From an optimization exercise on the open Yosys and OpenROAD flow, aimed at small area, a short achievable clock period and few clock cycles; shortcuts taken in it are not production practice.
RTL that was checked went through simulation tests only; none was proved equivalent to the original.

## build 10
// kmeans_top
module kmeans_top #
(
    parameter K = 8,
    parameter D = 4,
    parameter W = 8,
    parameter N = 128
)
(
    input clk,
    input rst,
    input start,
    input signed [D*W-1:0] point_flat,
    input signed [K*D*W-1:0] init_centroid_flat,
    output done,
    output [6:0] point_addr,
    output signed [K*D*W-1:0] final_centroid_flat
);
export LEC_CHECK = 0
export ABC_CLOCK_PERIOD_IN_PS = 9000
export CAP_MARGIN = 20
export CORE_MARGIN = 2
export CORE_UTILIZATION = 70
export PLACE_DENSITY = 0.85
export SLEW_MARGIN = 20
export SYNTH_HIERARCHICAL = 1
create_clock -name core_clock -period 40.0 [get_ports {clk}]
standard.sh (not shown) runs the stock make flow with config.mk's settings and CLKGATE_MAP_FILE= SYNTH_SCRIPT=/design/flow/synth_recipe.tcl, a recipe that flattens the netlist after the stock synthesis.
==> flow/flow/run.sh <==
#!/bin/bash
# Layout flow: the standard synthesis unchanged, then the standard
# layout steps, with
#  - the timing repair asked to leave SETUP_SLACK_MARGIN ns of setup slack,
#    i.e. to aim at a shorter period than the constraint's 40 ns;
#  - small port buffers (every port still gets its own buffer);
#  - clock tree synthesis without dummy loads.
set -euo pipefail
MARGIN=30.6
CTS="-sink_clustering_enable -repair_clock_nets -dont_use_dummy_load -sink_clustering_size 24 -sink_clustering_max_diameter 120"
bash standard.sh synth > synth.log 2>&1
sed "s|CLKGATE_MAP_FILE= |CLKGATE_MAP_FILE= SETUP_SLACK_MARGIN=$MARGIN 'BUFFER_PORTS_ARGS=-buffer_cell sky130_fd_sc_hd__buf_1' 'CTS_ARGS=$CTS' |" standard.sh > layout.sh
bash layout.sh > layout.log 2>&1
Build 10 finished every step from synthesis to the final layout, and the layout passed the timing, design-rule and antenna checks.
Testbench counts of build 10, summed over its fixed seeds: cycles 132,252.
## Diff of input files: build 73 against build 10
Settings: swapping 70 for 65 in CORE_UTILIZATION.
diff --git a/flow/flow/run.sh b/flow/flow/run.sh
--- a/flow/flow/run.sh
+++ b/flow/flow/run.sh
@@ -7,5 +7,5 @@
 #  - clock tree synthesis without dummy loads.
 set -euo pipefail
-MARGIN=30.6
+MARGIN=30.45
 CTS="-sink_clustering_enable -repair_clock_nets -dont_use_dummy_load -sink_clustering_size 24 -sink_clustering_max_diameter 120"
 bash standard.sh synth > synth.log 2>&1
==> comparison <==
Build 10 vs build 73, timing endpoint of the critical path: final_centroid_flat[138] vs final_centroid_flat[234]. The total placed instance area was comparable across build 10 and build 73. From build 73 to build 10, gate count of the mapped netlist did not move at all. In build 73 the via count turned out 2.7% lower than in build 10. Global-route usage ends up lower on build 73. Relative to build 10, design area has decreased by 0.89% in build 73.
diff inputs: build 73 => build 74
Settings: PLACE_DENSITY: 0.85 -> 0.9.
diff --git a/flow/flow/run.sh b/flow/flow/run.sh
--- a/flow/flow/run.sh
+++ b/flow/flow/run.sh
@@ -7,5 +7,5 @@
 #  - clock tree synthesis without dummy loads.
 set -euo pipefail
-MARGIN=30.45
+MARGIN=30.6
 CTS="-sink_clustering_enable -repair_clock_nets -dont_use_dummy_load -sink_clustering_size 24 -sink_clustering_max_diameter 120"
 bash standard.sh synth > synth.log 2>&1
==> comparison <==
The run showing the smaller deepest level of the CTS H-tree is build 74. Between build 73 and build 74, the number of non-clock inverters in the layout does not differ in any meaningful way. Looking at number of logic stages on the critical path including buffering, build 74 sits above build 73. Compared with build 73, first-iteration DRC count in build 74 decreased slightly. Share of final-layout standard cells stronger than drive strength 1 ended up 2.8 points higher on build 74 than on build 73. Compared with build 73, in build 74 multi-input gate share of the layout cell area moved down, TritonCTS sink count level, final net count moved up, sum of met3 wire segment lengths after detailed routing moved up, met1 layer wirelength in the final routing moved up. Comparing build 73 and build 74, the lower transition time of the tightest slew-check pin is on build 74.
The following lists how build 86 was set up differently from build 74:
Settings: changing PLACE_DENSITY from 0.9 to 0.85.
diff --git a/flow/flow/run.sh b/flow/flow/run.sh
--- a/flow/flow/run.sh
+++ b/flow/flow/run.sh
@@ -7,5 +7,5 @@
 #  - clock tree synthesis without dummy loads.
 set -euo pipefail
-MARGIN=30.6
+MARGIN=30.75
 CTS="-sink_clustering_enable -repair_clock_nets -dont_use_dummy_load -sink_clustering_size 24 -sink_clustering_max_diameter 120"
 bash standard.sh synth > synth.log 2>&1
==> comparison <==
- Build 86 reached the end of the flow, and the finished layout is clean on the timing, design-rule and antenna checks.
- Per the comparison of build 86 with build 74, achievable frequency has increased; flip-flop and latch count closely matched the old numbers; layout net count higher; total vias in the final route shows an increase of 0.76%; area overhead of the layout relative to synthesis +3.2 points.
- Looking at build 74 and build 86, the smallest hold slack is a wash.
- Of build 74 and build 86, the lower minimum setup slack in the final design belongs to build 74.
- Relative max-transition margin deteriorates in build 86 relative to build 74.
--- input diff build 86..build 25 ---
Settings: PLACE_DENSITY now 0.8, was 0.85.
diff --git a/flow/flow/run.sh b/flow/flow/run.sh
--- a/flow/flow/run.sh
+++ b/flow/flow/run.sh
@@ -7,5 +7,5 @@
 #  - clock tree synthesis without dummy loads.
 set -euo pipefail
-MARGIN=30.75
+MARGIN=30.6
 CTS="-sink_clustering_enable -repair_clock_nets -dont_use_dummy_load -sink_clustering_size 24 -sink_clustering_max_diameter 120"
 bash standard.sh synth > synth.log 2>&1
Findings:
- The number of nets in the layout of build 25 is lower than that of build 86.
- Taking build 25 as 1.0, build 86 lands at 1.15 on total length of routed met3 wires.
- Build 25 vs build 86 on storage element area: build 25 is the lower one.
- Build 25 against build 86; logic depth of the worst register-to-register path is down by a few percent.
- Between build 86 and build 25, the worst slack on hold paths does not differ in any meaningful way.
- Row arrival time reported for the critical path endpoint: build 25 lower / build 86 higher
- Non-clock buffer count, build 86 and build 25, lower one = build 25.
- Build 86 → build 25: post-route cell area shows a reduction of 0.0028 mm2; slew at the pin with the worst max-slew slack shows a reduction of 0.046 ns.
#### Input delta (build 50 over build 25)
Settings: PLACE_DENSITY now 0.85, was 0.8.
diff --git a/flow/flow/run.sh b/flow/flow/run.sh
--- a/flow/flow/run.sh
+++ b/flow/flow/run.sh
@@ -8,5 +8,5 @@
 set -euo pipefail
 MARGIN=30.6
-CTS="-sink_clustering_enable -repair_clock_nets -dont_use_dummy_load -sink_clustering_size 24 -sink_clustering_max_diameter 120"
+CTS="-sink_clustering_enable -repair_clock_nets -dont_use_dummy_load -sink_clustering_size 20 -sink_clustering_max_diameter 100"
 bash standard.sh synth > synth.log 2>&1
 sed "s|CLKGATE_MAP_FILE= |CLKGATE_MAP_FILE= SETUP_SLACK_MARGIN=$MARGIN 'BUFFER_PORTS_ARGS=-buffer_cell sky130_fd_sc_hd__buf_1' 'CTS_ARGS=$CTS' |" standard.sh > layout.sh
[summary]
Changes observed in build 50 relative to build 25: flip-flop and latch area now sits at about the same level.
Build 50 vs. build 25: number of non-clock buffers went up by about 1.9%.

kmeans_top, a different RTL version from the one above (not shown whole).
For scale: roughly 8500 cells after synthesis, about 1100 flip-flops, ~560 I/O pins, ~98000 um2 of cells after synthesis.
Settings: LEC_CHECK=0, ABC_CLOCK_PERIOD_IN_PS=9000, CAP_MARGIN=20, CORE_MARGIN=2, CORE_UTILIZATION=55, CTS_BUF_LIST=sky130_fd_sc_hd__clkbuf_8, CTS_CLUSTER_SIZE=20, SLEW_MARGIN=20, SYNTH_HIERARCHICAL=1; clock period 40.0 ns.
==> flow/flow/run.sh <==
#!/bin/bash
# Layout flow: the standard synthesis unchanged, then the standard
# layout steps, with
#  - the timing repair asked to leave SETUP_SLACK_MARGIN ns of setup slack,
#    i.e. to aim at a shorter period than the constraint's 40 ns;
#  - small port buffers (every port still gets its own buffer).
set -euo pipefail
MARGIN=31.5
bash standard.sh synth > synth.log 2>&1
sed "s|CLKGATE_MAP_FILE= |CLKGATE_MAP_FILE= SETUP_SLACK_MARGIN=$MARGIN 'BUFFER_PORTS_ARGS=-buffer_cell sky130_fd_sc_hd__buf_1' |" standard.sh > layout.sh
bash layout.sh > layout.log 2>&1
The starting point ran to the end with no violations.
Rerun with:
CORE_UTILIZATION = 40   (was 55)
CTS_BUF_LIST = not set   (was sky130_fd_sc_hd__clkbuf_8)
CTS_CLUSTER_SIZE = not set   (was 20)
First-iteration DRC count grows by 0.49%.
Final cell count is higher by 6.3%.
Die area came out higher by 37%.
Worst setup slack is better by 140 ps.
Final area grows by 3.0%.
Rerun with:
==> flow/run.sh (new file) <==
#!/bin/bash
# synth_recipe.tcl (not shown) runs the flow's synth.tcl, then flattens the netlist and writes it again
# the make line also repeats each setting of config.mk as NAME=value (left out here)
make -C /OpenROAD-flow-scripts/flow DESIGN_CONFIG=/design/flow/config.mk WORK_HOME=/design/flow/orfs CLKGATE_MAP_FILE= SYNTH_SCRIPT=/design/flow/synth_recipe.tcl finish
removed: flow/flow/run.sh
removed: flow/standard.sh
Global-route usage went down by 2.7 points; sequential cell count does not change; routed wire length goes down by 11%; synthesized area does not change; final cell count fell by 8.7%; synthesized cell count does not change; cell area fell by 13%.
Rerun with:
==> flow/flow/run.sh (new file) <==
#!/bin/bash
# Layout flow: the standard synthesis unchanged, then the standard
# layout steps with the timing repair asked to leave setup slack
# SETUP_SLACK_MARGIN ns, i.e. to aim at a shorter period than the clock's.
set -euo pipefail
MARGIN=${MARGIN:-30}
bash standard.sh synth > synth.log 2>&1
sed "s|CLKGATE_MAP_FILE= |CLKGATE_MAP_FILE= SETUP_SLACK_MARGIN=$MARGIN |" standard.sh > layout.sh
bash layout.sh > layout.log 2>&1
==> flow/standard.sh (new file) <==
#!/bin/bash
# synth_recipe.tcl (not shown) runs the flow's synth.tcl, then flattens the netlist and writes it again
# the make line also repeats each setting of config.mk as NAME=value (left out here)
make -C /OpenROAD-flow-scripts/flow DESIGN_CONFIG=/design/flow/config.mk WORK_HOME=/design/flow/orfs CLKGATE_MAP_FILE= SYNTH_SCRIPT=/design/flow/synth_recipe.tcl "${@:-finish}"
removed: flow/run.sh
After rerunning:
- utilization increases by 2.7 points
- wire length increases slightly
- clock-buffer cell count increases by 16
Function was not checked in any run of this note: the RTL went through the layout flow alone.

[what the ideal ports hide]
No port has a modelled driver above. Below, the same layouts with a new extraction and two added sets of constraints.
Step 1, drivers: a clkbuf_16 drives clk and a buf_2 each remaining input, both assumed.
Step 2, shift: input delay + t, output delay - t, t = (earliest + latest rising clock arrival at the registers) / 2. This alone moves slack from input paths to output paths.
Three values: ideal, step 1, step 2; two values: the first two.
run	shift t [ns]	slack for setup (ns)	worst hold slack (ns)	pins driven straight from the clock port
build 10	0.800	30.561 / 30.474 / 29.885	0.326 / 0.326 / 0.326	1
build 73	0.773	30.427 / 30.336 / 29.787	0.285 / 0.285 / 0.285	1
build 74	0.800	30.374 / 30.374 / 29.978	0.328 / 0.328 / 0.328	1
build 86	0.798	30.527 / 30.436 / 30.057	0.329 / 0.329 / 0.329	1
build 25	0.805	30.554 / 30.464 / 29.934	0.332 / 0.332 / 0.332	1
build 50	0.785	30.560 / 30.474 / 30.055	0.311 / 0.311 / 0.311	1
the first run of note 2	1.049	30.228 / 30.130 / 30.300	0.324 / 0.324 / 0.324	1
the second run of note 2	0.914	30.366 / 30.268 / 30.225	0.281 / 0.281 / 0.281	1
the third run of note 2	0.879	27.833 / 27.833 / 27.833	0.318 / 0.318 / 0.318	1
the fourth run of note 2	0.889	30.020 / 29.923 / 29.281	0.297 / 0.297 / 0.297	1
After both steps every run listed still meets setup and hold. For the fourth run of note 2, which loses most, drivers alone change the setup slack by -0.097 ns; drivers and shift together by -0.739 ns.
